This design comes from an exercise in tuning for small area and a short achievable clock period on the open sky130 flow, not from production work. No run shown here included a check of the RTL's function; only the layout flow was run. Power is estimated from default activity; no workload was simulated.

**flow/config.mk**
```make
export PLATFORM = sky130hd
export DESIGN_NAME = top
export DESIGN_NICKNAME = top
export VERILOG_FILES = /design/flow/design.v
export SDC_FILE = /design/flow/constraint.sdc
export NUM_CORES = 8
export LEC_CHECK = 0
export CAP_MARGIN = 20
export CORE_MARGIN = 2
export CORE_UTILIZATION = 40
export SLEW_MARGIN = 20
```
**flow/constraint.sdc**
```tcl
create_clock -name core_clock -period 14.0 [get_ports {clk}]
set_input_delay 2.8000 -clock core_clock [delete_from_list [all_inputs] [get_ports {clk}]]
set_output_delay 2.8000 -clock core_clock [all_outputs]
set_load 0.01 [all_outputs]
```
**flow/design.v**
```verilog
`timescale 1ns / 1ps
module top (
    input             clk,
    input      [15:0] x,
    input      [15:0] y,
    output reg [31:0] Q_p
);
  wire [15:0] ax, ay;
  wire        nzx, nzy;
  roba_abs absx (.v(x), .a(ax), .nz(nzx));
  roba_abs absy (.v(y), .a(ay), .nz(nzy));
  reg  [15:0] ax_r, ay_r;
  reg         s_r;
  always @(posedge clk) begin
    ax_r <= ax & {16{nzy}};
    ay_r <= ay & {16{nzx}};
    s_r  <= (x[15] ^ y[15]) & nzx & nzy;
  end
  wire [3:0]  ex, ey;
  wire [13:0] dx;
  roba_exp rx (.a(ax_r), .e(ex), .d(dx));
  roba_exp ry (.a(ay_r), .e(ey), .d());
  wire [30:0] a0 = {15'd0, ay_r};
  wire [30:0] a1 = ex[3] ? {a0[22:0], 8'd0} : a0;
  wire [30:0] a2 = ex[2] ? {a1[26:0], 4'd0} : a1;
  wire [30:0] a3 = ex[1] ? {a2[28:0], 2'd0} : a2;
  wire [30:0] A  = ex[0] ? {a3[29:0], 1'd0} : a3;
  wire [30:0] b0 = {{17{dx[13]}}, dx};
  wire [30:0] b1 = ey[3] ? {b0[22:0], 8'd0} : b0;
  wire [30:0] b2 = ey[2] ? {b1[26:0], 4'd0} : b1;
  wire [30:0] b3 = ey[1] ? {b2[28:0], 2'd0} : b2;
  wire [30:0] B  = ey[0] ? {b3[29:0], 1'd0} : b3;
  wire [30:0] P = A + B;
  always @(posedge clk)
    Q_p <= {s_r, P ^ {31{s_r}}};
endmodule
module roba_abs (
    input  [15:0] v,
    output [15:0] a,
    output        nz
);
  wire [15:0] c;
  assign c[0] = 1'b0;
  genvar j;
  generate
    for (j = 1; j < 16; j = j + 1) begin : g_c
      assign c[j] = |v[j-1:0];
    end
  endgenerate
  assign a  = v ^ (c & {16{v[15]}});
  assign nz = c[15] | v[15];
endmodule
module roba_exp (
    input  [15:0] a,
    output [3:0]  e,
    output [13:0] d
);
  wire [15:0] m;
  assign m[15] = 1'b0;
  genvar j;
  generate
    for (j = 0; j < 15; j = j + 1) begin : g_m
      assign m[j] = |a[15:j+1];
    end
  endgenerate
  wire [16:1] ge;
  assign ge[1]  = m[0];
  assign ge[2]  = m[1];
  generate
    for (j = 3; j < 16; j = j + 1) begin : g_ge
      assign ge[j] = m[j-1] | (a[j-1] & a[j-2]);
    end
  endgenerate
  assign ge[16] = 1'b0;
  assign e[3] = ge[8];
  assign e[2] = ge[4] & ~ge[8] | ge[12];
  assign e[1] = ge[2] & ~ge[4] | ge[6] & ~ge[8] | ge[10] & ~ge[12] | ge[14];
  assign e[0] = ge[1] & ~ge[2] | ge[3] & ~ge[4] | ge[5] & ~ge[6] | ge[7] & ~ge[8]
              | ge[9] & ~ge[10] | ge[11] & ~ge[12] | ge[13] & ~ge[14] | ge[15];
  wire [15:3] upt;
  generate
    for (j = 3; j < 16; j = j + 1) begin : g_up
      assign upt[j] = a[j-1] & a[j-2] & ~m[j-1];
    end
  endgenerate
  wire up = |upt;
  generate
    for (j = 0; j < 14; j = j + 1) begin : g_d
      assign d[j] = m[j] ? a[j] : up;
    end
  endgenerate
endmodule
```
**flow/flow/run.sh**
```bash
#!/bin/bash
# Own layout flow: the standard ORFS flow with a different ABC mapping script for synthesis,
# smaller port buffers and timing repair aimed below the clock period (a setup margin).
# Every tool's output goes to a log file in the work folder (and ORFS's own logs under orfs/logs).
set -euo pipefail
WORK=$(pwd)
FLOWDIR=$WORK/flow
source $FLOWDIR/settings.sh

cp config.mk my_config.mk
cat >> my_config.mk <<EOC
export SETUP_SLACK_MARGIN = ${SETUP_MARGIN}
export TNS_END_PERCENT = 100
export BUFFER_PORTS_ARGS = -buffer_cell ${PORT_BUF}
EOC
[ -n "${EXTRA_MK:-}" ] && printf '%s\n' "$EXTRA_MK" >> my_config.mk

# synthesis script: the standard flow's, with abc's script replaced
{
  echo "proc abc {args} {"
  echo "  set i [lsearch -exact \$args -script]"
  echo "  if {\$i >= 0} { lset args [expr {\$i + 1}] $FLOWDIR/${ABC_SCRIPT} }"
  echo "  yosys abc {*}\$args"
  echo "}"
  cat synth_recipe.tcl
} > my_synth.tcl

make -C "$FLOW_HOME" DESIGN_CONFIG=$WORK/my_config.mk WORK_HOME=$WORK/orfs CLKGATE_MAP_FILE= \
  SYNTH_SCRIPT=$WORK/my_synth.tcl finish > $WORK/make_finish.log 2>&1

RES=$WORK/orfs/results/$FLOW_PLATFORM/top/base
: # left out here: write the final layout as DEF
```
**flow/flow/area.abc**
```
strash; dch -f; map -D 3000; topo; stime -p
```
**flow/flow/settings.sh**
```bash
SETUP_MARGIN=10
PORT_BUF=sky130_fd_sc_hd__buf_1
ABC_SCRIPT=area.abc
```
**flow/standard.sh**
```bash
#!/bin/bash
# synth_recipe.tcl (not shown) runs the flow's synth.tcl, then flattens the netlist and writes it again
# the make line also repeats each setting of config.mk as NAME=value (left out here)
make -C /OpenROAD-flow-scripts/flow DESIGN_CONFIG=/design/flow/config.mk WORK_HOME=/design/flow/orfs CLKGATE_MAP_FILE= SYNTH_SCRIPT=/design/flow/synth_recipe.tcl "${@:-finish}"
```
==> results of run 1 <==
final timing paths:
path	from	cells past startpoint	slack (ns)	end
max	ax_r[15]	39	8.96	Q_p[14]
min	s_r	0	0.89	Q_p[31]
max reg2reg	ax_r[15]	39	8.96	Q_p[14]
min reg2reg	s_r	0	0.89	Q_p[31]
per-layer routing:
metal | part of all wire, % | vias to the layer above | routed length (um) | track usage (%)
met5 | 0 | - | 0 | 0
met4 | 3.9 | 0 | 756 | 11.8
met3 | 4.2 | 52 | 812 | 3.10
met2 | 47 | 245 | 9140 | 38.1
met1 | 45 | 3223 | 8690 | 30.8
li1 | - | 3690 | - | -
synthesized netlist by cell type, types with 5 or more instances:
cell type  instances
a21oi_1           88
a31oi_1            5
clkinv_1          87
dfxtp_1           65
ha_1              30
mux2i_1           32
nand2_1          193
nand3_1           30
nor2_1           138
nor3_1            28
o21ai_0          130
o31ai_1            7
xnor2_1           27
xor2_1            59
through the flow:
step           hold slack, ns  setup WS [ns]  util (%)
6_report                0.888           8.96      63.3
5_1_grt                 0.901           8.66      63.3
4_1_cts                 0.867           9.23      58.5
3_5_place_dp            0.865           7.83      46.9
3_3_place_gp            0.876           7.96      46.9
2_1_floorplan           0.832           8.65         -
state kept, by name (all words and copies together) (netlist names):
name,cells
ay_r,16
Q_p,32
s_r,1
ax_r,16
power breakdown:
group	switching (mW)	internal (mW)	total (mW)
Sequential	0.0252	0.237	0.263
Clock	0.0800	0.146	0.226
Combinational	0.365	0.270	0.635
Total	0.470	0.653	1.12
layout make-up:
type / count / area share, %
flip-flops and latches: 65 / 14.1
well taps: 184 / 2.48
repair inverters: 1 / 0.0540
repair buffers: 212 / 18.4
multi-input cells: 805 / 57.2
clock buffers: 12 / 2.77
inverters: 87 / 4.55
clock inverters: 3 / 0.432
kinds of logic after synthesis:
logic type / Yosys count / synth area share [%]
AOI/OAI and AO/OA: 249 / 22.0
muxes: 32 / 5.29
xor gates and xnor gates: 86 / 12.4
buffers and inverters: 87 / 5.39
and+or+nand+nor: 403 / 26.9
DFF: 65 / 21.5
adders and majority gates: 31 / 6.53
what timing repair did:
item	4_1_cts	5_1_grt
setup buffers	99	43
endpoints found under the setup margin	63	60
cloned	8	0
resized for setup	124	107
pin swaps	59	50
==> out/qor.csv, run 1 <==
stage,metric,value,unit
placement,buffers added on ports,64,
synthesis,Synth area leader,dfxtp_1,
route,Via-to-Cell Ratio,5.27,
global_route,overall routing resource usage,23.5,%
synthesis,asr flop ratio synth,0,%
route,# DRC,0,
route,First-pass DRT Iterations,5,
synthesis,Mapped Area,6060,sq um
timing,max-slew violations,0,
clock_tree,CTS Sinks,65,
timing,Fin Clk Skew,0.00433,ns
timing,final worst path period need,5.04,ns
clock_tree,H-Tree Depth,3,
synthesis,Seq cells post-synth,65,
route,total number of vias,7210,
placement,RePlAce Congestion,0.891,
power_and_ir_drop,leak pwr,3.80,nW
synthesis,post-synth net total,1017,
route,WL per Instance,14.2,um
synthesis,unique cell type count in the Yosys netlist,31,
hold_path,worst hold path class,flip-flop to flip-flop,
power_and_ir_drop,maximum VDD drop,0.0000685,V
global_route,initial antenna violation count,0,
power_and_ir_drop,Pwr per Cell Area,121,nW/um^2
clock_tree,root buffer cell,clkbuf_16,
synthesis,sequential-to-total area share from yosys stat,21.5,%
final_layout,most frequent cells in the layout,"181 x nand2_1, 111 x o21ai_0, 97 x buf_4",
critical_path,critical path launch point type,flip-flop,
clock_tree,Clock Pin Slew Worst Setup and Hold Paths,0.05,ns
critical_path,Buf/Inv on CP,20,
critical_path,WP data arrival,5.26,ns
final_layout,Final nets,1245,
final_layout,layout cells sized above 1,28.9,%
critical_path,WP data required,14.22,ns
timing,measured slew at the worst slew-check pin,1.03,ns
critical_path,CP dominant cell by count,buf_6,
floorplan,core area,14600,sq um
final_layout,FILL cells,1290,
final_layout,register area,1310,sq um
global_route,grt ovf,0,
critical_path,crit path max fanout,6,
route,DRT antenna net count,0,
global_route,first-pass GRT wire length,30.7,mm
synthesis,number of synthesized flops with an enable pin,0,
floorplan,num ports,65,
clock_tree,CTS max path bufs,2,
synthesis,yosys warns,1,
final_layout,final std cells w/o fill,1369,
placement,hpwl dp,12.7,mm
floorplan,die area,16100,sq um
timing,slew margin rel.,31.3,%
flow_run,Max-Cap Viols,0,
final_layout,Layout area overhead,53.1,%
synthesis,"top cells by area, synth","dfxtp_1 21%, nand2_1 12%, o21ai_0 11%, nor2_1 8.6%, xor2_1 8.5%",
run_status,status,no timing/DRC/antenna violations,
final_layout,multi-input logic area,5310,sq um
final_layout,n_diodes,0,
global_route,largest net degree at the start of global routing,33,
synthesis,Synth Instances,953,
clock_tree,Clock Latency Late Sink,0.34,ns
clock_tree,CTS tree,built,
synthesis,Mapped Avg Cell Area,6.35,sq um
floorplan,Initial Utilization,41.4,%
timing,RSZ-0062 raised after global routing,yes,
global_route,vias in the first global route,6361,
critical_path,"CP delay by family, top",buffers and inverters,
floorplan,Die Ht,127,um
critical_path,Setup CP Type,flip-flop to flip-flop,
synthesis,main flop type after synthesis,dfxtp_1,
critical_path,Critical-path top delay cell,dfxtp_2,
synthesis,share of the synthesized area in the top cell type,21.5,%
final_layout,Finished Cell Area,9270,sq um
timing,Hold Fails Final Rpt,0,
placement,Post-Place Cells,1204,
timing,f_max,198,MHz
critical_path,slowest cell delay on critical path,0.33,ns
floorplan,Die W,127,um
final_layout,"commonest non-fill, non-tap cell in the layout",nand2_1,
power_and_ir_drop,overall power,1.12,mW
critical_path,Critical Path End Type,flip-flop,
clock_tree,CTS Buf Count,9,
floorplan,row count,44,
timing,setup tns final,0,ns
placement,dpl cell area,6870,sq um
route,WL final,19.4,mm
route,DR iter-0 viols,407,
timing,endpoints failing setup,0,
clock_tree,hold-fix buffer count after cts,0,
timing,Tcrit/Tclk final,36.0,%
==> run 2, diff against run 1 <==
--- a/flow/design.v
+++ b/flow/design.v
@@ -30,9 +30,10 @@
   wire [30:0] b2 = ey[2] ? {b1[26:0], 4'd0} : b1;
   wire [30:0] b3 = ey[1] ? {b2[28:0], 2'd0} : b2;
   wire [30:0] B  = ey[0] ? {b3[29:0], 1'd0} : b3;
-  wire [30:0] P = A + B;
+  wire [30:0] Pn;
+  roba_add #(.N(31)) add (.a(A), .b(B), .inv(s_r), .s(Pn));
   always @(posedge clk)
-    Q_p <= {s_r, P ^ {31{s_r}}};
+    Q_p <= {s_r, Pn};
 endmodule
 module roba_abs (
     input  [15:0] v,
@@ -40,13 +41,9 @@
     output        nz
 );
   wire [15:0] c;
-  assign c[0] = 1'b0;
-  genvar j;
-  generate
-    for (j = 1; j < 16; j = j + 1) begin : g_c
-      assign c[j] = |v[j-1:0];
-    end
-  endgenerate
+  wire [15:0] o;    
+  roba_por #(.N(16)) por (.i(v), .o(o));
+  assign c = {o[14:0], 1'b0};
   assign a  = v ^ (c & {16{v[15]}});
   assign nz = c[15] | v[15];
 endmodule
@@ -56,13 +53,15 @@
     output [13:0] d
 );
   wire [15:0] m;
-  assign m[15] = 1'b0;
+  wire [15:0] ar, orr;    
   genvar j;
   generate
-    for (j = 0; j < 15; j = j + 1) begin : g_m
-      assign m[j] = |a[15:j+1];
+    for (j = 0; j < 16; j = j + 1) begin : g_r
+      assign ar[j] = a[15-j];
+      assign m[15-j] = (j == 0) ? 1'b0 : orr[j-1];
     end
   endgenerate
+  roba_por #(.N(16)) por (.i(ar), .o(orr));
   wire [16:1] ge;
   assign ge[1]  = m[0];
   assign ge[2]  = m[1];
@@ -90,3 +89,51 @@
     end
   endgenerate
 endmodule
+module roba_por #(parameter N = 16) (
+    input  [N-1:0] i,
+    output [N-1:0] o
+);
+  localparam L = $clog2(N);
+  wire [N-1:0] t [0:L];
+  assign t[0] = i;
+  genvar l, k;
+  generate
+    for (l = 0; l < L; l = l + 1) begin : lv
+      for (k = 0; k < N; k = k + 1) begin : bt
+        if ((k >> l) & 1) begin : op
+          assign t[l+1][k] = t[l][k] | t[l][((k >> l) << l) - 1];
+        end else begin : pass
+          assign t[l+1][k] = t[l][k];
+        end
+      end
+    end
+  endgenerate
+  assign o = t[L];
+endmodule
+module roba_add #(parameter N = 31) (
+    input  [N-1:0] a,
+    input  [N-1:0] b,
+    input          inv,
+    output [N-1:0] s
+);
+  localparam L = $clog2(N);
+  wire [N-1:0] G [0:L];
+  wire [N-1:0] P [0:L];
+  assign G[0] = a & b;
+  assign P[0] = a ^ b;
+  genvar l, i;
+  generate
+    for (l = 0; l < L; l = l + 1) begin : lv
+      for (i = 0; i < N; i = i + 1) begin : bt
+        if ((i >> l) & 1) begin : op
+          assign G[l+1][i] = G[l][i] | (P[l][i] & G[l][((i >> l) << l) - 1]);
+          assign P[l+1][i] = P[l][i] & P[l][((i >> l) << l) - 1];
+        end else begin : pass
+          assign G[l+1][i] = G[l][i];
+          assign P[l+1][i] = P[l][i];
+        end
+      end
+    end
+  endgenerate
+  assign s = (P[0] ^ {N{inv}}) ^ {G[L][N-2:0], 1'b0};
+endmodule
==> flow/flow/p2.abc (new file) <==
strash; map -a
==> flow/flow/settings.sh (replaced) <==
SETUP_MARGIN=8.5
PORT_BUF=sky130_fd_sc_hd__buf_1
ABC_SCRIPT=area.abc
==> out/qor.csv, run 2 <==
stage,metric,value,unit
critical_path,crit path max fanout,7,
clock_tree,H-Tree Depth,3,
final_layout,final std cells w/o fill,1194,
final_layout,"commonest non-fill, non-tap cell in the layout",nand2_1,
synthesis,number of synthesized flops with an enable pin,0,
floorplan,Die W,124,um
clock_tree,CTS Buf Count,9,
clock_tree,Clock Pin Slew Worst Setup and Hold Paths,0.05,ns
clock_tree,root buffer cell,clkbuf_16,
route,DR iter-0 viols,469,
floorplan,die area,15400,sq um
synthesis,yosys warns,3,
global_route,overall routing resource usage,21.3,%
final_layout,Largest Register,Q_p,
final_layout,biggest registers after layout,"Q_p (32), ax_r (16), ay_r (16)",
critical_path,Critical Path End Type,flip-flop,
synthesis,most common cell in the synthesized netlist,nand2_1,
final_layout,layout cells sized above 1,14.1,%
route,DRT antenna net count,0,
route,First-pass DRT Iterations,5,
hold_path,worst hold path class,flip-flop to flip-flop,
timing,max-slew violations,0,
timing,f_max,186,MHz
clock_tree,CTS tree,built,
timing,slew margin rel.,31.0,%
power_and_ir_drop,Pwr per Cell Area,136,nW/um^2
placement,buffers added on ports,64,
route,# DRC,0,
final_layout,Final nets,1072,
floorplan,num ports,65,
clock_tree,CTS max path bufs,2,
run_status,status,no timing/DRC/antenna violations,
critical_path,WP data arrival,5.65,ns
power_and_ir_drop,maximum VDD drop,0.0000619,V
timing,Fin Clk Skew,0.00603,ns
route,Via-to-Cell Ratio,5.12,
floorplan,Die Ht,124,um
power_and_ir_drop,overall power,999,uW
synthesis,Seq cells post-synth,65,
critical_path,Critical-path top delay cell,dfxtp_2,
critical_path,slowest cell delay on critical path,0.33,ns
synthesis,sequential-to-total area share from yosys stat,22.6,%
timing,Tcrit/Tclk final,38.4,%
synthesis,synth cell count leaders,"158 x nand2_1, 124 x nor2_1, 109 x o21ai_0",
global_route,initial antenna violation count,0,
timing,Hold Fails Final Rpt,0,
global_route,vias in the first global route,5267,
route,total number of vias,6116,
timing,measured slew at the worst slew-check pin,1.03,ns
critical_path,Setup CP Type,flip-flop to flip-flop,
final_layout,most frequent cells in the layout,"152 x nand2_1, 109 x nor2_1, 104 x o21ai_0",
synthesis,share of the synthesized area in the top cell type,22.6,%
placement,RePlAce Congestion,0.908,
synthesis,main flop type after synthesis,dfxtp_1,
clock_tree,Clock Latency Late Sink,0.34,ns
synthesis,Mapped Area,5770,sq um
final_layout,Largest register FFs,32,
synthesis,Synth area leader,dfxtp_1,
floorplan,Initial Utilization,41.2,%
placement,hpwl dp,11.5,mm
synthesis,asr flop ratio synth,0,%
global_route,first-pass GRT wire length,25.7,mm
floorplan,row count,43,
synthesis,post-synth net total,948,
placement,Post-Place Cells,1132,
critical_path,WP data required,14.27,ns
synthesis,Mapped Avg Cell Area,6.52,sq um
synthesis,Synth Instances,885,
global_route,grt ovf,0,
final_layout,n_diodes,0,
clock_tree,hold-fix buffer count after cts,0,
clock_tree,CTS Sinks,65,
global_route,largest net degree at the start of global routing,33,
critical_path,critical path launch point type,flip-flop,
route,WL per Instance,13.3,um
floorplan,core area,14000,sq um
critical_path,CP dominant cell by count,clkinv_2,
critical_path,"CP delay by family, top",simple AND/OR/NAND/NOR gates,
timing,setup tns final,0,ns
synthesis,"top cells by area, synth","dfxtp_1 23%, nand2_1 10%, o21ai_0 9.5%, xor2_1 8.5%, a21oi_1 8.1%",
timing,RSZ-0062 raised after global routing,yes,
timing,final worst path period need,5.38,ns
power_and_ir_drop,leak pwr,2.97,nW
flow_run,Max-Cap Viols,0,
timing,endpoints failing setup,0,
final_layout,Layout area overhead,26.9,%
route,WL final,15.9,mm
critical_path,Buf/Inv on CP,12,
synthesis,unique cell type count in the Yosys netlist,28,
-- run 2: cell count changes after synthesis, sizes merged, moves of 5 or more --
cell	previous run	this run
nand2	193	158
o21ai	130	109
nor2	138	124
clkinv	87	96
nand3	30	21
mux2i	32	40
a211oi	0	5
a21oi	88	93
xnor2	27	32
-- run 2: repair_timing --
item | CTS | global route
setup buffers | 15 | 25
gates resized for setup | 16 | 49
pin swaps | 12 | 29
cloned | 6 | 0
endpoints found under the setup margin | 24 | 54
-- run 2: final timing paths --
kind | startpoint | slack, ns | end | cells past startpoint
hold reg to reg | s_r | 0.84 | Q_p[31] | 0
setup / recovery | ax_r[14] | 8.62 | Q_p[30] | 35
hold / removal | s_r | 0.84 | Q_p[31] | 0
setup reg to reg | ax_r[14] | 8.62 | Q_p[30] | 35
-- run 2: cell families (layout without fill, tap and decap cells) --
logic type	after synthesis	after routing	share of synthesized area, %
buffers and inverters	96	219	6.25
AO/OA/AOI/OAI	228	229	20.9
adder cells (fa/ha/maj)	30	30	6.51
XOR/XNOR	88	88	13.4
AND/OR/NAND/NOR	338	343	23.5
multiplexers	40	40	6.94
flip-flops	65	65	22.6
-- run 2: per-stage QoR --
stage | hold slack, ns | area [sq um] | setup WS, ns | util, %
floorplan | 0.807 | 5980 | 8.10 | -
global placement | 0.863 | 6470 | 7.32 | 46.2
detailed placement | 0.862 | 6470 | 7.11 | 46.2
CTS | 0.862 | 6960 | 8.50 | 49.7
global route | 0.895 | 7320 | 8.14 | 52.3
finish | 0.836 | 7320 | 8.62 | 52.3
-- run 2: per-layer routing --
layer  vias to the layer above  part of all wire, %  global-route usage [%]
li1                       3242                    -                       -
met1                      2665                   48                    29.2
met2                       179                   44                    33.1
met3                        30                  4.9                    3.21
met4                         0                  2.7                    8.85
met5                         -                    0                       0
-- run 2: final cells by class --
| cell class | instances | area (sq um) |
|---|---|---|
| fill | 1455 | 6670 |
| multi-input combinational | 730 | 4530 |
| sequential | 65 | 1310 |
| timing repair buffer | 107 | 574 |
| inverter | 96 | 412 |
| clock buffer | 13 | 260 |
| tap | 180 | 225 |
| clock inverter | 3 | 15.0 |
-- run 2: power breakdown --
| group | internal (mW) | leakage [nW] | switching, mW |
|---|---|---|---|
| Clock | 0.128 | 0.139 | 0.0768 |
| Sequential | 0.239 | 0.548 | 0.0242 |
| Combinational | 0.214 | 2.28 | 0.318 |
==> run 3, diff against run 2 <==
==> flow/flow/settings.sh (replaced) <==
SETUP_MARGIN=7
PORT_BUF=sky130_fd_sc_hd__buf_1
ABC_SCRIPT=p2.abc
==> out/qor.csv, run 3 <==
stage,metric,value,unit
floorplan,Die W,127,um
route,DRT antenna net count,0,
route,Via-to-Cell Ratio,5.07,
final_layout,Largest Register,Q_p,
synthesis,Mapped Avg Cell Area,6.71,sq um
synthesis,Seq cells post-synth,65,
synthesis,asr flop ratio synth,0,%
power_and_ir_drop,Switch Pwr,459,uW
clock_tree,CTS tree,built,
timing,max-slew violations,0,
timing,Fin Clk Skew,0.00759,ns
power_and_ir_drop,overall power,1.07,mW
global_route,largest net degree at the start of global routing,33,
timing,setup tns final,0,ns
final_layout,biggest registers after layout,"Q_p (32), ax_r (16), ay_r (16)",
timing,Tcrit/Tclk final,44.6,%
synthesis,Mapped Area,6090,sq um
global_route,vias in the first global route,5471,
route,WL final,15.2,mm
clock_tree,CTS Sinks,65,
synthesis,synth cell count leaders,"192 x nor2_1, 109 x clkinv_1, 94 x o21ai_0",
route,DR iter-0 viols,278,
critical_path,"CP delay by family, top",compound AO/OA/AOI/OAI gates,
hold_path,Worst Hold Launch,s_r,
hold_path,worst hold path class,flip-flop to flip-flop,
synthesis,Synth area leader,dfxtp_1,
final_layout,layout cells sized above 1,4.09,%
critical_path,Buf/Inv on CP,8,
synthesis,most common cell in the synthesized netlist,nor2_1,
run_status,status,no timing/DRC/antenna violations,
critical_path,Critical-path top delay cell,a21oi_1,
final_layout,Layout area overhead,14.9,%
synthesis,sequential-to-total area share from yosys stat,21.4,%
timing,endpoints failing setup,0,
critical_path,WP data arrival,6.47,ns
global_route,first-pass GRT wire length,26.2,mm
timing,slew margin rel.,31.4,%
final_layout,n_diodes,0,
floorplan,row count,45,
power_and_ir_drop,sw frac,43.1,%
critical_path,Critical Path End Type,flip-flop,
critical_path,critical path launch point type,flip-flop,
clock_tree,Clock Latency Late Sink,0.34,ns
synthesis,yosys warns,3,
clock_tree,Clock Pin Slew Worst Setup and Hold Paths,0.05,ns
final_layout,most frequent cells in the layout,"187 x nor2_1, 107 x clkinv_1, 93 x o21ai_0",
synthesis,number of synthesized flops with an enable pin,0,
power_and_ir_drop,Pwr per Cell Area,152,nW/um^2
critical_path,crit path max fanout,11,
clock_tree,root buffer cell,clkbuf_16,
placement,hpwl dp,12.0,mm
critical_path,CP startpoint,ax_r[14],
clock_tree,hold-fix buffer count after cts,0,
final_layout,"commonest non-fill, non-tap cell in the layout",nor2_1,
synthesis,post-synth net total,971,
power_and_ir_drop,Seq pwr share,25.5,%
floorplan,core area,15000,sq um
floorplan,num ports,65,
clock_tree,H-Tree Depth,3,
power_and_ir_drop,maximum VDD drop,0.0000610,V
route,First-pass DRT Iterations,5,
flow_run,Max-Cap Viols,0,
synthesis,unique cell type count in the Yosys netlist,30,
timing,RSZ-0062 raised after global routing,no,
critical_path,reg2reg start,ax_r[14],
route,total number of vias,6031,
critical_path,Setup CP Type,flip-flop to flip-flop,
floorplan,die area,16200,sq um
critical_path,slowest cell delay on critical path,0.44,ns
placement,buffers added on ports,64,
global_route,overall routing resource usage,19.6,%
synthesis,share of the synthesized area in the top cell type,21.4,%
floorplan,Initial Utilization,40.5,%
critical_path,WP data required,14.23,ns
global_route,initial antenna violation count,0,
route,WL per Instance,12.7,um
clock_tree,CTS max path bufs,2,
floorplan,Die Ht,127,um
critical_path,CP dominant cell by count,clkinv_1,
power_and_ir_drop,Internal Power,606,uW
placement,RePlAce Congestion,0.937,
synthesis,Synth Instances,908,
power_and_ir_drop,leak pwr,2.78,nW
clock_tree,CTS Buf Count,9,
final_layout,Largest register FFs,32,
synthesis,"top cells by area, synth","dfxtp_1 21%, nor2_1 12%, mux2i_1 10%, xor2_1 10%, o21ai_0 7.7%",
final_layout,Final nets,1060,
route,# DRC,0,
power_and_ir_drop,clock network power share,19.4,%
timing,final worst path period need,6.25,ns
synthesis,main flop type after synthesis,dfxtp_1,
timing,Hold Fails Final Rpt,0,
timing,f_max,160,MHz
power_and_ir_drop,Combinational Power Share,55.1,%
global_route,grt ovf,0,
timing,measured slew at the worst slew-check pin,1.03,ns
==> run 3: changes by cell type after synthesis, sizes merged, moves of 7 or more <==
cell and change:
xor2 +14, xnor2 -12, nor2 +68, clkinv +13, a21oi -7, nand2 -84
mux2i +23, o21ai -15
==> run 3: final cells by class <==
class	count	area, sq um
fillers	1628	8030
well taps	188	235
clock inverters	3	15.0
clock buffers	13	260
repair inverters	1	5.00
repair buffers	75	323
inverters	109	417
multi-input cells	736	4440
flip-flops and latches	65	1300
==> run 3: worst register-to-register path: cells and delay by family, from the launching register on <==
kind            cells  cell delay [ns]
simple gates        6             1.14
xor+xnor            1             0.16
buf+inv             8             1.38
compound gates      8             2.35
fa+ha+maj           1             0.30
flops               1             0.31
mux                 3             0.50
==> run 3: what timing repair did <==
action / CTS / global route
setup endpoints to repair: 22 / 19
cloned: 1 / 2
gates resized for setup: 4 / 4
pin swaps: 3 / 2
setup buffers: 0 / 4
==> run 3: logic make-up after synthesis <==
family | share of synthesized area [%]
AOI/OAI and AO/OA | 21.1
xor gates and xnor gates | 12.9
adders and majority gates | 6.16
buffers and inverters | 6.71
DFF | 21.4
muxes | 10.3
and+or+nand+nor | 21.4
==> run 3: through the flow <==
step	hold WS [ns]	std cells	util [%]	area, sq um	worst slack (ns)
3_3_place_gp	0.873	1167	44.2	6640	5.94
5_1_grt	0.919	1190	46.6	7000	7.01
3_5_place_dp	0.886	1167	44.2	6640	5.71
2_1_floorplan	0.834	908	-	6100	7.13
4_1_cts	0.888	1184	46.2	6940	7.11
6_report	0.871	1190	46.6	7000	7.75
==> run 3: path summary, 6_finish.rpt <==
check / end / slack, ns / cells past startpoint
max: Q_p[29] / 7.75 / 27
min: Q_p[31] / 0.87 / 0
max reg2reg: Q_p[29] / 7.75 / 27
min reg2reg: Q_p[31] / 0.87 / 0
==> run 3: layer usage <==
layer | wire (um) | track usage, % | vias to the layer above
li1 | - | - | 3310
met1 | 7830 | 27.2 | 2584
met2 | 6410 | 29.9 | 117
met3 | 584 | 3.31 | 20
met4 | 333 | 8.40 | 0
met5 | 0 | 0 | -
==> run 3: power by group through the flow <==
stage                     Sequential (mW)  Combinational [mW]  Clock, mW
after floorplan                     0.297               0.429          0
after global placement              0.276               0.578          0
after detailed placement            0.276               0.581          0
after CTS                           0.273               0.587      0.212
after global routing                0.278               0.670      0.221
final                               0.272               0.588      0.207
==> run 4, diff against run 3 <==
==> flow/flow/settings.sh (replaced) <==
SETUP_MARGIN=8.5
PORT_BUF=sky130_fd_sc_hd__buf_1
ABC_SCRIPT=p2.abc
==> out/qor.csv, run 4 <==
stage,metric,value,unit
run_status,status,no timing/DRC/antenna violations,
floorplan,num ports,65,
final_layout,Largest register FFs,32,
global_route,first-pass GRT wire length,27.0,mm
synthesis,Synth Instances,908,
clock_tree,hold-fix buffer count after cts,0,
floorplan,Initial Utilization,40.5,%
route,Via-to-Cell Ratio,5.16,
clock_tree,CTS tree,built,
synthesis,Mapped Area,6090,sq um
route,total number of vias,6226,
synthesis,main flop type after synthesis,dfxtp_1,
global_route,initial antenna violation count,0,
critical_path,reg2reg end,Q_p[27],
timing,RSZ-0062 raised after global routing,no,
floorplan,core area,15000,sq um
global_route,overall routing resource usage,20.5,%
final_layout,most frequent cells in the layout,"186 x nor2_1, 100 x clkinv_1, 92 x o21ai_0",
clock_tree,CTS max path bufs,2,
route,DRT antenna net count,0,
timing,f_max,196,MHz
final_layout,Final nets,1078,
critical_path,CP startpoint,ay_r[14],
flow_run,Max-Cap Viols,0,
clock_tree,CTS Sinks,65,
placement,hpwl dp,12.3,mm
critical_path,reg2reg start,ay_r[14],
timing,Fin Clk Skew,0.00739,ns
critical_path,R2R depth,20,
critical_path,Setup CP Type,flip-flop to flip-flop,
clock_tree,CTS Buf Count,9,
route,WL per Instance,13.7,um
synthesis,asr flop ratio synth,0,%
timing,setup tns final,0,ns
floorplan,Die Ht,127,um
clock_tree,H-Tree Depth,3,
final_layout,"commonest non-fill, non-tap cell in the layout",nor2_1,
final_layout,n_diodes,0,
timing,max-slew violations,0,
final_layout,layout cells sized above 1,8.05,%
synthesis,Seq cells post-synth,65,
clock_tree,root buffer cell,clkbuf_16,
synthesis,"top cells by area, synth","dfxtp_1 21%, nor2_1 12%, mux2i_1 10%, xor2_1 10%, o21ai_0 7.7%",
floorplan,Die W,127,um
placement,buffers added on ports,64,
synthesis,most common cell in the synthesized netlist,nor2_1,
placement,RePlAce Congestion,0.925,
synthesis,Mapped Avg Cell Area,6.71,sq um
critical_path,Critical Path End Type,flip-flop,
final_layout,Largest Register,Q_p,
critical_path,crit path capture,Q_p[27],
route,# DRC,0,
timing,Tcrit/Tclk final,36.4,%
route,First-pass DRT Iterations,6,
global_route,vias in the first global route,5422,
final_layout,Finished Cell Area,7370,sq um
timing,slew margin rel.,31.8,%
power_and_ir_drop,maximum VDD drop,0.0000673,V
synthesis,unique cell type count in the Yosys netlist,30,
synthesis,number of synthesized flops with an enable pin,0,
timing,measured slew at the worst slew-check pin,1.02,ns
timing,endpoints failing setup,0,
final_layout,biggest registers after layout,"Q_p (32), ax_r (16), ay_r (16)",
clock_tree,Clock Latency Late Sink,0.35,ns
clock_tree,Clock Pin Slew Worst Setup and Hold Paths,0.06,ns
final_layout,Layout area overhead,21.0,%
critical_path,r2r setup slk,8.90,ns
global_route,grt ovf,0,
synthesis,sequential-to-total area share from yosys stat,21.4,%
critical_path,critical path launch point type,flip-flop,
timing,Hold Fails Final Rpt,0,
route,WL final,16.6,mm
power_and_ir_drop,leak pwr,2.95,nW
synthesis,synth cell count leaders,"192 x nor2_1, 109 x clkinv_1, 94 x o21ai_0",
route,DR iter-0 viols,370,
floorplan,row count,45,
power_and_ir_drop,Pwr per Cell Area,158,nW/um^2
critical_path,WP data required,14.22,ns
hold_path,worst hold path class,flip-flop to flip-flop,
synthesis,post-synth net total,971,
global_route,largest net degree at the start of global routing,33,
synthesis,share of the synthesized area in the top cell type,21.4,%
critical_path,crit path max fanout,18,
synthesis,Synth area leader,dfxtp_1,
critical_path,WP data arrival,5.32,ns
floorplan,die area,16200,sq um
synthesis,yosys warns,3,
timing,hold_ws,0.867,ns
timing,final worst path period need,5.10,ns
placement,dpl cell area,6650,sq um
## run 4: through the flow
step           worst slack [ns]  total power [mW]  utilization, %  instances
2_1_floorplan              8.50             0.729               -        908
3_3_place_gp               7.40             0.858            44.3       1163
3_5_place_dp               7.26             0.861            44.3       1163
4_1_cts                    8.54              1.13            47.6       1193
5_1_grt                    8.46              1.26            49.1       1207
6_report                   8.90              1.16            49.1       1207
## run 4: timing repair
action / 4_1_cts / 5_1_grt
setup endpoints to repair: 26 / 20
setup buffers: 11 / 14
gates cloned: 4 / 0
resized for setup: 17 / 21
pin swaps: 9 / 6
## run 4: worst max-delay path: stages, from the launching register on
cell and delay (ns):
dfxtp_1 0.35, nor2_1 0.16, nand3_1 0.19, nor4_4 0.34, clkinv_1 0.19, a211oi_1 0.21
o2111ai_1 0.16, or4_2 0.72, nor2_4 0.24, buf_8 0.23, mux2i_1 0.21, ha_1 0.29
a21oi_1 0.22, clkinv_1 0.16, a221oi_4 0.29, inv_2 0.10, a21oi_4 0.17, clkinv_1 0.15
a311oi_1 0.28, o41ai_2 0.13, xor2_1 0.15
## run 4: cell families (layout without fill, tap and decap cells)
family	after synthesis	after routing	share of synthesized area, %
mux	63	63	10.3
flops	65	65	21.4
buf+inv	109	216	6.71
fa+ha+maj	30	30	6.16
compound gates	229	230	21.1
simple gates	322	325	21.4
xor+xnor	90	90	12.9
## run 4: cell type report
| class | instances | area, sq um |
|---|---|---|
| clock buffers | 13 | 270 |
| flip-flops and latches | 65 | 1300 |
| inverters | 109 | 428 |
| clock inverters | 2 | 60.1 |
| well taps | 188 | 235 |
| fillers | 1586 | 7660 |
| repair buffers | 92 | 470 |
| multi-input cells | 738 | 4610 |
## run 4: report_power, final
group,internal [mW],total (mW),switching [mW]
Sequential,0.247,0.273,0.0253
Clock,0.169,0.250,0.0802
Combinational,0.255,0.640,0.385
## run 4: metal layers
metal  up-vias  track usage, %  wire, um
met5         -               0         0
met1      2705            28.9      8330
met3        22            2.81       622
met4         0            7.11       323
li1       3347               -         -
met2       152            32.0      7290
## run 4: how the worst min path moves through the flow
stage,startpoint,to,cells after the start
after floorplan,ay_r[0],Q_p[1],4
after global placement,s_r,Q_p[31],0
after detailed placement,s_r,Q_p[31],0
after CTS,s_r,Q_p[31],0
after global routing,s_r,Q_p[31],0
final,s_r,Q_p[31],0
==> run 5, diff against run 4 <==
==> flow/flow/settings.sh (replaced) <==
SETUP_MARGIN=7
PORT_BUF=sky130_fd_sc_hd__buf_1
ABC_SCRIPT=area.abc
==> out/qor.csv, run 5 <==
stage,metric,value,unit
run_status,status,no timing/DRC/antenna violations,
timing,setup tns final,0,ns
critical_path,WP data arrival,6.62,ns
timing,max-slew violations,0,
synthesis,Synth area leader,dfxtp_1,
final_layout,Finished Cell Area,6720,sq um
floorplan,Initial Utilization,41.2,%
final_layout,Layout area overhead,16.5,%
power_and_ir_drop,maximum VDD drop,0.0000654,V
placement,RePlAce Congestion,0.902,
route,total number of vias,5756,
global_route,first-pass GRT wire length,23.8,mm
route,WL final,14.3,mm
timing,Fin Clk Skew,0.00652,ns
final_layout,Largest register FFs,32,
timing,Tcrit/Tclk final,45.4,%
clock_tree,H-Tree Depth,3,
synthesis,main flop type after synthesis,dfxtp_1,
clock_tree,CTS Buf Count,9,
hold_path,worst hold path class,flip-flop to flip-flop,
global_route,grt ovf,0,
final_layout,Largest Register,Q_p,
power_and_ir_drop,Pwr per Cell Area,140,nW/um^2
critical_path,slowest cell delay on critical path,0.41,ns
synthesis,Synth Instances,885,
critical_path,Critical-path top delay cell,a21oi_2,
synthesis,unique cell type count in the Yosys netlist,28,
global_route,initial antenna violation count,0,
critical_path,Buf/Inv on CP,9,
route,First-pass DRT Iterations,5,
final_layout,most frequent cells in the layout,"156 x nand2_1, 119 x nor2_1, 109 x o21ai_0",
global_route,vias in the first global route,5048,
critical_path,"CP delay by family, top",compound AO/OA/AOI/OAI gates,
critical_path,Critical Path End Type,flip-flop,
flow_run,Max-Cap Viols,0,
clock_tree,root buffer cell,clkbuf_16,
global_route,largest net degree at the start of global routing,48,
floorplan,row count,43,
critical_path,crit path max fanout,22,
synthesis,synth cell count leaders,"158 x nand2_1, 124 x nor2_1, 109 x o21ai_0",
timing,Hold Fails Final Rpt,0,
timing,RSZ-0062 raised after global routing,no,
final_layout,biggest registers after layout,"Q_p (32), ax_r (16), ay_r (16)",
global_route,overall routing resource usage,19.6,%
clock_tree,Clock Latency Late Sink,0.34,ns
synthesis,number of synthesized flops with an enable pin,0,
critical_path,WP data required,14.27,ns
route,WL per Instance,12.4,um
timing,hold_ws,0.845,ns
timing,final worst path period need,6.35,ns
floorplan,Die W,124,um
synthesis,"top cells by area, synth","dfxtp_1 23%, nand2_1 10%, o21ai_0 9.5%, xor2_1 8.5%, a21oi_1 8.1%",
floorplan,die area,15400,sq um
final_layout,layout cells sized above 1,5.65,%
clock_tree,CTS max path bufs,2,
power_and_ir_drop,leak pwr,2.71,nW
floorplan,core area,14000,sq um
clock_tree,hold-fix buffer count after cts,0,
clock_tree,CTS Sinks,65,
route,DRT antenna net count,0,
final_layout,n_diodes,0,
timing,slew margin rel.,34.6,%
timing,measured slew at the worst slew-check pin,0.980,ns
placement,hpwl dp,11.3,mm
synthesis,Seq cells post-synth,65,
synthesis,most common cell in the synthesized netlist,nand2_1,
critical_path,critical path launch point type,flip-flop,
final_layout,Final nets,1034,
route,DR iter-0 viols,274,
synthesis,asr flop ratio synth,0,%
timing,f_max,157,MHz
final_layout,FILL cells,1534,
synthesis,Mapped Area,5770,sq um
timing,endpoints failing setup,0,
clock_tree,Clock Pin Slew Worst Setup and Hold Paths,0.05,ns
critical_path,CP dominant cell by count,clkinv_1,
floorplan,Die Ht,124,um
critical_path,Setup CP Type,flip-flop to flip-flop,
synthesis,Mapped Avg Cell Area,6.52,sq um
route,# DRC,0,
synthesis,yosys warns,3,
synthesis,sequential-to-total area share from yosys stat,22.6,%
route,Via-to-Cell Ratio,4.99,
final_layout,"commonest non-fill, non-tap cell in the layout",nand2_1,
floorplan,num ports,65,
synthesis,post-synth net total,948,
placement,dpl cell area,6300,sq um
placement,buffers added on ports,64,
clock_tree,CTS tree,built,
synthesis,share of the synthesized area in the top cell type,22.6,%
## run 5: power breakdown
group          total [mW]  leakage [nW]  switching (mW)  internal (mW)
logic               0.472          2.02           0.285          0.187
clock network       0.205         0.134          0.0739          0.131
registers           0.262         0.548          0.0235          0.239
total               0.939          2.71           0.382          0.556
## run 5: path summary, 6_finish.rpt
path	slack (ns)	start	depth (start not counted)	end
setup reg to reg	7.65	ay_r[13]	31	Q_p[30]
hold reg to reg	0.85	s_r	0	Q_p[31]
hold / removal	0.85	s_r	0	Q_p[31]
setup / recovery	7.65	ay_r[13]	31	Q_p[30]
## run 5: layout make-up
cell class	instances	area [sq um]	area share (%)
repair buffers	73	319	4.75
clock buffers	13	270	4.02
multi-input cells	726	4230	62.9
inverters	96	375	5.59
flip-flops and latches	65	1300	19.4
well taps	180	225	3.35
## run 5: repair_timing
action	in CTS	in global routing
setup endpoints to repair	22	22
buffers inserted	1	3
cloned	1	1
pin swaps	2	3
resized for setup	11	17
endpoints found under the hold margin	0	0
## run 5: metal layers
layer / global-route usage, % / part of all wire (%) / up-vias / wire length, um
met5: 0 / 0 / - / 0
met4: 7.30 / 2.2 / 0 / 318
met3: 4.30 / 4.9 / 24 / 707
met2: 30.7 / 44 / 114 / 6290
met1: 26.4 / 49 / 2464 / 6970
li1: - / - / 3154 / -
## run 5: cell families after synthesis
group	count (synthesis)	synth area share [%]
fa+ha+maj	30	6.51
xor+xnor	88	13.4
flops	65	22.6
simple gates	338	23.5
compound gates	228	20.9
mux	40	6.94
buf+inv	96	6.25
## run 5: stage by stage
| step | std cells | util, % | power, mW | worst slack [ns] |
|---|---|---|---|---|
| global route | 1153 | 48.0 | 1.03 | 6.95 |
| detailed placement | 1134 | 45.0 | 0.728 | 6.01 |
| CTS | 1149 | 47.4 | 0.942 | 7.05 |
| global placement | 1134 | 45.0 | 0.728 | 6.25 |
| floorplan | 885 | - | 0.621 | 7.10 |
| finish | 1153 | 48.0 | 0.939 | 7.65 |
==> run 6, diff against run 5 <==
==> flow/flow/amap.abc (new file) <==
strash; dch -f; amap
==> flow/flow/settings.sh (replaced) <==
SETUP_MARGIN=8.5
PORT_BUF=sky130_fd_sc_hd__buf_1
ABC_SCRIPT=amap.abc
==> out/qor.csv, run 6 <==
stage,metric,value,unit
global_route,largest net degree at the start of global routing,35,
power_and_ir_drop,Pwr per Cell Area,119,nW/um^2
flow_run,Max-Cap Viols,0,
clock_tree,CTS tree,built,
critical_path,CP dominant cell by count,clkinv_2,
clock_tree,Clock Pin Slew Worst Setup and Hold Paths,0.06,ns
floorplan,row count,42,
run_status,status,no timing/DRC/antenna violations,
critical_path,critical path launch point type,flip-flop,
final_layout,"commonest non-fill, non-tap cell in the layout",nor2_1,
synthesis,share of the synthesized area in the top cell type,24.1,%
floorplan,num ports,65,
final_layout,Largest Register,Q_p,
final_layout,Final nets,1004,
synthesis,number of synthesized flops with an enable pin,0,
clock_tree,H-Tree Depth,3,
route,# DRC,0,
timing,f_max,173,MHz
route,DRT antenna net count,0,
synthesis,synth cell count leaders,"151 x nor2_1, 93 x o22ai_1, 77 x clkinv_1",
floorplan,die area,14400,sq um
route,WL final,19.2,mm
route,total number of vias,6757,
critical_path,WP data arrival,6.06,ns
timing,RSZ-0062 raised after global routing,yes,
floorplan,Die W,120,um
clock_tree,CTS Buf Count,9,
synthesis,Mapped Avg Cell Area,6.82,sq um
placement,pre-CTS setup slack,6.38,ns
timing,endpoints failing setup,0,
synthesis,yosys warns,3,
timing,slew margin rel.,31.6,%
timing,post-route setup slack,8.22,ns
route,First-pass DRT Iterations,6,
route,DR iter-0 viols,556,
power_and_ir_drop,leak pwr,2.67,nW
final_layout,fin util,56.0,%
placement,hpwl dp,13.2,mm
route,WL per Instance,17.1,um
final_layout,final std cells w/o fill,1122,
final_layout,n_diodes,0,
placement,buffers added on ports,64,
global_route,first-pass GRT wire length,30.0,mm
critical_path,Critical-path top delay cell,dfxtp_4,
timing,measured slew at the worst slew-check pin,1.02,ns
timing,Tcrit/Tclk final,41.3,%
global_route,vias in the first global route,6017,
synthesis,sequential-to-total area share from yosys stat,24.1,%
synthesis,post-synth net total,853,
global_route,overall routing resource usage,26.2,%
critical_path,Critical Path End Type,flip-flop,
critical_path,WP data required,14.28,ns
clock_tree,root buffer cell,clkbuf_16,
synthesis,"top cells by area, synth","dfxtp_1 24%, o22ai_1 11%, nor2_1 11%, o22a_1 9.9%, ha_1 7.0%",
placement,RePlAce Congestion,0.955,
floorplan,core area,13200,sq um
hold_path,worst hold path class,flip-flop to flip-flop,
final_layout,most frequent cells in the layout,"140 x nor2_1, 81 x o22ai_1, 64 x buf_1",
clock_tree,CTS max path bufs,2,
timing,final worst path period need,5.78,ns
power_and_ir_drop,maximum VDD drop,0.0000652,V
synthesis,asr flop ratio synth,0,%
clock_tree,CTS Sinks,65,
synthesis,most common cell in the synthesized netlist,nor2_1,
synthesis,unique cell type count in the Yosys netlist,31,
timing,Hold Fails Final Rpt,0,
floorplan,Die Ht,120,um
final_layout,Layout area overhead,36.9,%
critical_path,slowest cell delay on critical path,0.34,ns
synthesis,Synth area leader,dfxtp_1,
route,Via-to-Cell Ratio,6.02,
global_route,initial antenna violation count,0,
global_route,grt ovf,0,
final_layout,FILL cells,1274,
final_layout,layout cells sized above 1,19.7,%
timing,Fin Clk Skew,0.00924,ns
synthesis,main flop type after synthesis,dfxtp_1,
timing,setup tns final,0,ns
placement,Post-Place Cells,1032,
synthesis,Seq cells post-synth,65,
timing,max-slew violations,0,
final_layout,Largest register FFs,32,
synthesis,Synth Instances,790,
final_layout,biggest registers after layout,"Q_p (32), ax_r (16), ay_r (16)",
critical_path,crit path max fanout,5,
floorplan,Initial Utilization,40.9,%
synthesis,Mapped Area,5390,sq um
clock_tree,Clock Latency Late Sink,0.35,ns
critical_path,Setup CP Type,flip-flop to flip-flop,
## run 6: cell types whose count changed after synthesis, sizes merged, moves of 26 or more
cell,delta
a21oi,-26
mux2i,-40
nand2,-101
nor2,+27
o21ai,-54
o22a,+61
o22ai,+93
xnor2,-32
xor2,-56
## run 6: kinds of logic after synthesis
family                   Yosys count  synth area share, %
AO/OA/AOI/OAI                    342                 41.9
adder cells (fa/ha/maj)           30                 6.96
buffers and inverters             77                 5.36
flip-flops                        65                 24.1
AND/OR/NAND/NOR                  276                 21.7
## run 6: worst paths after layout
path,from,slack (ns),endpoint,cells past startpoint
worst min register to register,s_r,0.66,Q_p[31],1
worst max-delay path,ax_r[14],8.22,Q_p[28],39
worst min-delay path,s_r,0.66,Q_p[31],1
worst max register to register,ax_r[14],8.22,Q_p[28],39
## run 6: report_power, final
part | internal (mW) | switching, mW | total [mW]
Clock | 0.129 | 0.0833 | 0.212
Sequential | 0.224 | 0.0178 | 0.242
Combinational | 0.165 | 0.258 | 0.423
Total | 0.517 | 0.359 | 0.877
## run 6: worst max-delay path, delay by kind of cell (launching register included)
| kind | cells | cell delay, ns |
|---|---|---|
| adder cells (fa/ha/maj) | 1 | 0.21 |
| buffers and inverters | 13 | 1.42 |
| AND/OR/NAND/NOR | 14 | 1.82 |
| AO/OA/AOI/OAI | 11 | 1.87 |
| flip-flops | 1 | 0.34 |
## run 6: layer usage
metal	part of all wire (%)	global-route usage, %
met1	43	32.5
met2	47	43.5
met3	6.9	5.61
met4	3.9	11.8
met5	0	0
## run 6: final cells by class
type	instances	area (sq um)	area share [%]
Clock buffer	13	260	3.52
Inverter	77	349	4.73
Clock inverter	3	15.0	0.203
Sequential cell	65	1310	17.7
Timing Repair inverter	4	20.0	0.271
Tap cell	176	220	2.98
Multi-Input combinational cell	655	4450	60.2
Timing Repair Buffer	129	764	10.4
## run 6: timing repair
action,in CTS,in global routing
gates cloned,11,0
setup buffers,47,16
resized for setup,59,34
setup endpoints to repair,56,53
hold buffers,0,0
pin swaps,17,16
## run 6: metrics by stage
| stage | power, mW | hold slack (ns) | cell area (sq um) |
|---|---|---|---|
| after floorplan | 0.495 | 0.703 | 5670 |
| after global placement | 0.578 | 0.656 | 6140 |
| after detailed placement | 0.583 | 0.663 | 6140 |
| after CTS | 0.843 | 0.672 | 7100 |
| after global routing | 0.936 | 0.678 | 7380 |
| final | 0.877 | 0.663 | 7380 |
==> run 7, diff against run 6 <==
==> flow/flow/settings.sh (replaced) <==
SETUP_MARGIN=7
PORT_BUF=sky130_fd_sc_hd__buf_1
ABC_SCRIPT=amap.abc
==> out/qor.csv, run 7 <==
stage,metric,value,unit
clock_tree,root buffer cell,clkbuf_16,
route,DRT antenna net count,0,
clock_tree,Clock Pin Slew Worst Setup and Hold Paths,0.06,ns
synthesis,sequential-to-total area share from yosys stat,24.1,%
floorplan,Die Ht,120,um
critical_path,slowest cell delay on critical path,0.53,ns
timing,setup tns final,0,ns
placement,Post-Place Cells,1035,
final_layout,most frequent cells in the layout,"147 x nor2_1, 91 x o22ai_1, 66 x clkinv_1",
global_route,initial antenna violation count,0,
global_route,grt ovf,0,
timing,f_max,154,MHz
hold_path,WHS Path Cells,1,
route,total number of vias,6258,
synthesis,post-synth net total,853,
critical_path,crit path max fanout,28,
route,WL final,16.8,mm
final_layout,layout cells sized above 1,9.08,%
synthesis,"top cells by area, synth","dfxtp_1 24%, o22ai_1 11%, nor2_1 11%, o22a_1 9.9%, ha_1 7.0%",
hold_path,worst hold path class,flip-flop to flip-flop,
power_and_ir_drop,overall power,837,uW
critical_path,reg2reg end,Q_p[30],
timing,max-slew violations,0,
final_layout,Largest register FFs,32,
synthesis,share of the synthesized area in the top cell type,24.1,%
timing,RSZ-0062 raised after global routing,no,
route,WL per Instance,15.7,um
clock_tree,Clock Latency Late Sink,0.34,ns
synthesis,Mapped Area,5390,sq um
global_route,overall routing resource usage,23.2,%
route,First-pass DRT Iterations,5,
placement,hpwl dp,12.2,mm
placement,RePlAce Congestion,0.951,
final_layout,"commonest non-fill, non-tap cell in the layout",nor2_1,
run_status,status,no timing/DRC/antenna violations,
global_route,vias in the first global route,5556,
timing,slew margin rel.,45.8,%
timing,measured slew at the worst slew-check pin,0.808,ns
final_layout,biggest registers after layout,"Q_p (32), ax_r (16), ay_r (16)",
floorplan,die area,14400,sq um
synthesis,Mapped Avg Cell Area,6.82,sq um
floorplan,num ports,65,
critical_path,critical path launch point type,flip-flop,
clock_tree,hold-fix buffer count after cts,0,
critical_path,CP startpoint,ay_r[15],
global_route,GR peak layer,met2,
flow_run,Max-Cap Viols,0,
route,DR iter-0 viols,450,
final_layout,final std cells w/o fill,1068,
synthesis,yosys warns,3,
final_layout,fin util,50.2,%
timing,endpoints failing setup,0,
critical_path,WP data arrival,6.76,ns
final_layout,Layout area overhead,22.9,%
critical_path,r2r setup slk,7.52,ns
critical_path,Critical-path top delay cell,or3_1,
global_route,first-pass GRT wire length,26.9,mm
power_and_ir_drop,maximum VDD drop,0.0000569,V
synthesis,Synth area leader,dfxtp_1,
floorplan,core area,13200,sq um
synthesis,Seq cells post-synth,65,
critical_path,reg2reg start,ay_r[15],
floorplan,Initial Utilization,40.9,%
global_route,largest net degree at the start of global routing,35,
clock_tree,CTS max path bufs,2,
synthesis,most common cell in the synthesized netlist,nor2_1,
clock_tree,CTS tree,built,
synthesis,unique cell type count in the Yosys netlist,31,
power_and_ir_drop,Pwr per Cell Area,126,nW/um^2
synthesis,main flop type after synthesis,dfxtp_1,
route,# DRC,0,
global_route,GR Layer Usage met3,4.37,%
floorplan,Die W,120,um
hold_path,Hold EP,Q_p[31],
placement,buffers added on ports,64,
final_layout,Final nets,950,
floorplan,row count,42,
final_layout,FILL cells,1325,
critical_path,CP dominant cell by count,nor2_1,
hold_path,Worst Hold Launch,s_r,
synthesis,synth cell count leaders,"151 x nor2_1, 93 x o22ai_1, 77 x clkinv_1",
global_route,M2 GR Usage,38.1,%
timing,final worst path period need,6.48,ns
clock_tree,CTS Buf Count,9,
final_layout,Largest Register,Q_p,
clock_tree,CTS Sinks,65,
timing,Fin Clk Skew,0.00455,ns
critical_path,Critical Path End Type,flip-flop,
clock_tree,H-Tree Depth,3,
final_layout,n_diodes,0,
synthesis,Synth Instances,790,
timing,Hold Fails Final Rpt,0,
route,Via-to-Cell Ratio,5.86,
critical_path,Setup CP Type,flip-flop to flip-flop,
power_and_ir_drop,leak pwr,2.34,nW
global_route,M1 GR Usage,30.2,%
synthesis,asr flop ratio synth,0,%
synthesis,number of synthesized flops with an enable pin,0,
timing,Tcrit/Tclk final,46.3,%
critical_path,R2R depth,31,
critical_path,WP data required,14.28,ns
[run 7: cell counts after synthesis]
No cell type changed its count.
[run 7: how the worst max path moves through the flow]
stage / to / depth (start not counted) / slack, ns
6_report: Q_p[30] / 31 / 7.52
5_1_grt: Q_p[30] / 40 / 6.96
4_1_cts: Q_p[22] / 34 / 7.00
3_5_place_dp: Q_p[30] / 40 / 5.76
3_3_place_gp: Q_p[30] / 40 / 6.04
2_1_floorplan: Q_p[22] / 34 / 7.09
[run 7: metrics by stage]
| stage | hold WS, ns | setup slack [ns] | area [sq um] |
|---|---|---|---|
| floorplan | 0.703 | 7.09 | 5470 |
| global placement | 0.649 | 6.04 | 5970 |
| detailed placement | 0.645 | 5.76 | 5970 |
| CTS | 0.655 | 7.00 | 6490 |
| global route | 0.683 | 6.96 | 6630 |
| finish | 0.663 | 7.52 | 6630 |
[run 7: cell type report]
| type | count | area [sq um] | area share (%) |
|---|---|---|---|
| Multi-Input combinational cell | 652 | 4080 | 61.6 |
| Sequential cell | 65 | 1300 | 19.6 |
| Timing Repair Buffer | 81 | 372 | 5.61 |
| Inverter | 77 | 324 | 4.89 |
| Clock buffer | 9 | 225 | 3.40 |
| Tap cell | 176 | 220 | 3.32 |
| Clock inverter | 7 | 95.1 | 1.44 |
| Timing Repair inverter | 1 | 5.00 | 0.0755 |
[run 7: power breakdown]
part           leakage [nW]  internal (mW)  switching, mW  total, mW
registers             0.548          0.224         0.0169      0.241
logic                  1.64          0.131          0.222      0.353
clock network         0.155          0.156         0.0866      0.242
[run 7: metal layers]
layer  part of all wire (%)  routed length [um]
met5                      0                   0
met4                    3.0                 506
met3                    5.9                 994
met2                     46                7700
met1                     45                7560
[run 7: repair_timing]
item | CTS | global route
endpoints found under the setup margin | 21 | 15
pin swaps | 5 | 4
gates cloned | 3 | 2
setup buffers | 12 | 0
gates resized for setup | 20 | 26
[run 7: cell families after synthesis]
group                    share of synthesized area [%]
buffers and inverters                             5.36
AND/OR/NAND/NOR                                   21.7
adder cells (fa/ha/maj)                           6.96
AO/OA/AOI/OAI                                     41.9
flip-flops                                        24.1
[run 7: critical path: cells and delay by family, from the launching register on]
| family | cells | cell delay, ns |
|---|---|---|
| AO/OA/AOI/OAI | 10 | 2.27 |
| AND/OR/NAND/NOR | 14 | 2.04 |
| buffers and inverters | 6 | 1.42 |
| flip-flops | 1 | 0.37 |
| adder cells (fa/ha/maj) | 1 | 0.31 |
==> run 8, diff against run 7 <==
==> flow/flow/settings.sh (replaced) <==
SETUP_MARGIN=8.5
PORT_BUF=sky130_fd_sc_hd__buf_1
ABC_SCRIPT=amap.abc
EXTRA_MK='export ADDER_MAP_FILE ='
==> out/qor.csv, run 8 <==
stage,metric,value,unit
synthesis,Synth Instances,843,
synthesis,Seq cells post-synth,65,
final_layout,biggest registers after layout,"Q_p (32), ax_r (16), ay_r (16)",
timing,slew margin rel.,34.6,%
floorplan,Die Ht,120,um
synthesis,number of synthesized flops with an enable pin,0,
final_layout,Largest register FFs,32,
timing,endpoints failing setup,0,
clock_tree,CTS Sinks,65,
critical_path,slowest cell delay on critical path,0.43,ns
floorplan,num ports,65,
critical_path,WP data required,14.22,ns
final_layout,fin util,50.8,%
route,Via-to-Cell Ratio,5.78,
power_and_ir_drop,Pwr per Cell Area,120,nW/um^2
power_and_ir_drop,sw frac,40.2,%
critical_path,critical-path cell list,buf_1 > or3_1 > nor3_1 > nand2b_1 > or3_1 > nor3_1 > nand2b_1 > or3_1 > or2_0 > nor2_4 > buf_12 > a211oi_1,
final_layout,FILL cells,1381,
power_and_ir_drop,Seq pwr share,29.9,%
clock_tree,Clock Latency Late Sink,0.35,ns
synthesis,share of the synthesized area in the top cell type,24.2,%
power_and_ir_drop,leak pwr,2.18,nW
synthesis,Mapped Avg Cell Area,6.38,sq um
timing,Hold Fails Final Rpt,0,
timing,setup tns final,0,ns
final_layout,n_diodes,0,
global_route,grt ovf,0,
placement,buffers added on ports,64,
synthesis,"top cells by area, synth","dfxtp_1 24%, nor2_1 13%, o22ai_1 9.4%, o22a_1 8.6%, o21ai_0 8.0%",
synthesis,Mapped Area,5380,sq um
clock_tree,hold-fix buffer count after cts,0,
floorplan,Die W,120,um
power_and_ir_drop,Switch Pwr,324,uW
clock_tree,root buffer cell,clkbuf_16,
critical_path,Critical-path top delay cell,or3_1,
critical_path,WP data arrival,5.49,ns
synthesis,yosys warns,3,
timing,Tcrit/Tclk final,37.6,%
global_route,first-pass GRT wire length,27.4,mm
critical_path,crit path max fanout,16,
synthesis,main flop type after synthesis,dfxtp_1,
hold_path,worst hold path class,flip-flop to flip-flop,
clock_tree,Clock Pin Slew Worst Setup and Hold Paths,0.05,ns
timing,Fin Clk Skew,0.00714,ns
clock_tree,CTS Buf Count,9,
route,DRT antenna net count,0,
global_route,initial antenna violation count,0,
floorplan,die area,14400,sq um
power_and_ir_drop,clock network power share,27.8,%
flow_run,Max-Cap Viols,0,
clock_tree,CTS tree,built,
final_layout,most frequent cells in the layout,"176 x nor2_1, 87 x nand2_1, 80 x o21ai_0",
timing,RSZ-0062 raised after global routing,yes,
hold_path,Worst Hold Launch,s_r,
global_route,overall routing resource usage,23.3,%
critical_path,reg2reg end,Q_p[27],
critical_path,Critical Path End Type,flip-flop,
critical_path,R2R depth,24,
synthesis,synth cell count leaders,"184 x nor2_1, 88 x nand2_1, 86 x o21ai_0",
floorplan,core area,13200,sq um
route,total number of vias,6477,
route,First-pass DRT Iterations,6,
global_route,vias in the first global route,5631,
final_layout,"commonest non-fill, non-tap cell in the layout",nor2_1,
floorplan,row count,42,
route,# DRC,0,
synthesis,asr flop ratio synth,0,%
route,WL per Instance,15.0,um
timing,measured slew at the worst slew-check pin,0.975,ns
placement,hpwl dp,12.1,mm
critical_path,critical path launch point type,primary input,
final_layout,Final nets,973,
clock_tree,CTS max path bufs,2,
placement,RePlAce Congestion,0.904,
hold_path,WHS Path Cells,1,
synthesis,sequential-to-total area share from yosys stat,24.2,%
route,DR iter-0 viols,544,
synthesis,post-synth net total,876,
power_and_ir_drop,maximum VDD drop,0.0000617,V
synthesis,unique cell type count in the Yosys netlist,40,
route,WL final,16.8,mm
critical_path,r2r setup slk,8.83,ns
synthesis,most common cell in the synthesized netlist,nor2_1,
global_route,largest net degree at the start of global routing,39,
synthesis,Synth area leader,dfxtp_1,
timing,final worst path period need,5.27,ns
timing,max-slew violations,0,
critical_path,Setup CP Type,primary input to flip-flop,
final_layout,layout cells sized above 1,9.42,%
power_and_ir_drop,Internal Power,482,uW
final_layout,Layout area overhead,24.5,%
clock_tree,H-Tree Depth,3,
floorplan,Initial Utilization,40.8,%
final_layout,Largest Register,Q_p,
power_and_ir_drop,Combinational Power Share,42.3,%
hold_path,Hold EP,Q_p[31],
critical_path,reg2reg start,ax_r[14],
critical_path,CP dominant cell by count,or3_1,
run_status,status,no timing/DRC/antenna violations,
timing,f_max,190,MHz
[run 8: cell type report]
| class | instances | area [sq um] | share of cell area (%) |
|---|---|---|---|
| timing repair buffer | 81 | 400 | 5.98 |
| tap | 176 | 220 | 3.29 |
| timing repair inverter | 1 | 7.51 | 0.112 |
| sequential | 65 | 1300 | 19.4 |
| inverter | 67 | 283 | 4.22 |
| multi-input combinational | 715 | 4190 | 62.5 |
| clock inverter | 6 | 68.8 | 1.03 |
| clock buffer | 10 | 229 | 3.42 |
[run 8: power groups by stage]
stage | registers, mW | clock network (mW) | logic, mW
floorplan | 0.257 | 0 | 0.217
global placement | 0.243 | 0 | 0.312
detailed placement | 0.243 | 0 | 0.312
CTS | 0.240 | 0.228 | 0.322
global route | 0.245 | 0.237 | 0.384
finish | 0.241 | 0.224 | 0.341
[run 8: stage by stage]
stage / power [mW] / setup WS, ns / hold slack [ns] / instances / area, sq um
3_3_place_gp: 0.555 / 7.00 / 0.623 / 1088 / 5970
6_report: 0.806 / 8.73 / 0.633 / 1121 / 6700
3_5_place_dp: 0.555 / 7.06 / 0.621 / 1088 / 5980
5_1_grt: 0.866 / 8.44 / 0.658 / 1121 / 6700
2_1_floorplan: 0.474 / 8.49 / 0.624 / 843 / 5470
4_1_cts: 0.790 / 8.41 / 0.632 / 1112 / 6450
[run 8: cells by family after synthesis]
| group | Yosys count | share of synthesized area [%] |
|---|---|---|
| AOI/OAI and AO/OA | 375 | 45.2 |
| and+or+nand+nor | 335 | 25.8 |
| buffers and inverters | 67 | 4.67 |
| DFF | 65 | 24.2 |
| xor gates and xnor gates | 1 | 0.163 |
[run 8: worst max path at each step]
| stage | depth (start not counted) | start | end |
|---|---|---|---|
| floorplan | 23 | ax_r[14] | Q_p[27] |
| global placement | 27 | ax_r[15] | Q_p[27] |
| detailed placement | 24 | ax_r[15] | Q_p[27] |
| CTS | 28 | ax_r[14] | Q_p[27] |
| global route | 28 | ax_r[15] | Q_p[27] |
| finish | 12 | y[1] | ax_r[2] |
[run 8: timing repair]
item	4_1_cts	5_1_grt
gates resized for setup	22	43
gates cloned	2	3
endpoints found under the setup margin	56	56
setup buffers	6	6
pin swaps	5	9
[run 8: critical path: cells and delay by family]
kind / cells / cell delay (ns)
and+or+nand+nor: 9 / 2.36
buffers and inverters: 2 / 0.27
AOI/OAI and AO/OA: 1 / 0.06
[run 8: per-layer routing]
layer / vias to the layer above / routed length, um / global-route usage [%]
met2: 210 / 7280 / 35.7
li1: 3391 / - / -
met3: 42 / 935 / 4.23
met4: 0 / 490 / 9.04
met5: - / 0 / 0
met1: 2834 / 8070 / 32.4

==> static timing again, ports no longer ideal <==
Ports are ideal in the flow. The routed layouts listed here were re-timed in OpenROAD.
Step 1 (the two cells are an assumption about what drives the block):
set clk [get_ports {clk}]
set_driving_cell -lib_cell sky130_fd_sc_hd__clkbuf_16 $clk
set_driving_cell -lib_cell sky130_fd_sc_hd__buf_2 [delete_from_list [all_inputs] $clk]
Step 2, shift: input delay + t, output delay - t, t = (earliest + latest rising clock arrival at the registers) / 2. This alone moves slack from input paths to output paths.
Slacks: no drivers / after step 1 / after step 2; pairs: no drivers / after step 1.
| run | shift t [ns] | setup slack, ns | hold slack, ns | worst setup path at the end | worst slew at a driven data input, ns |
|---|---|---|---|---|---|
| run 1 | 0.380 | 8.959 / 8.959 / 8.959 | 0.888 / 0.888 / 0.888 | register to register | 0.05 |
| run 2 | 0.372 | 8.618 / 8.618 / 8.618 | 0.836 / 0.836 / 0.836 | register to register | 0.03 |
| run 3 | 0.379 | 7.754 / 7.754 / 7.754 | 0.871 / 0.871 / 0.871 | register to register | 0.03 |
| run 4 | 0.383 | 8.899 / 8.899 / 8.747 | 0.867 / 0.867 / 0.867 | input to register | 0.03 |
| run 5 | 0.380 | 7.646 / 7.646 / 7.646 | 0.845 / 0.845 / 0.845 | register to register | 0.03 |
| run 6 | 0.387 | 8.221 / 8.221 / 8.221 | 0.663 / 0.663 / 0.663 | register to register | 0.03 |
| run 7 | 0.384 | 7.518 / 7.518 / 7.518 | 0.663 / 0.663 / 0.663 | register to register | 0.04 |
| run 8 | 0.386 | 8.732 / 8.750 / 8.364 | 0.633 / 0.633 / 0.633 | input to register | 0.03 |
After both steps every run listed still meets setup and hold. For run 8, which loses most, drivers alone change the setup slack by +0.018 ns; drivers and shift together by -0.368 ns.
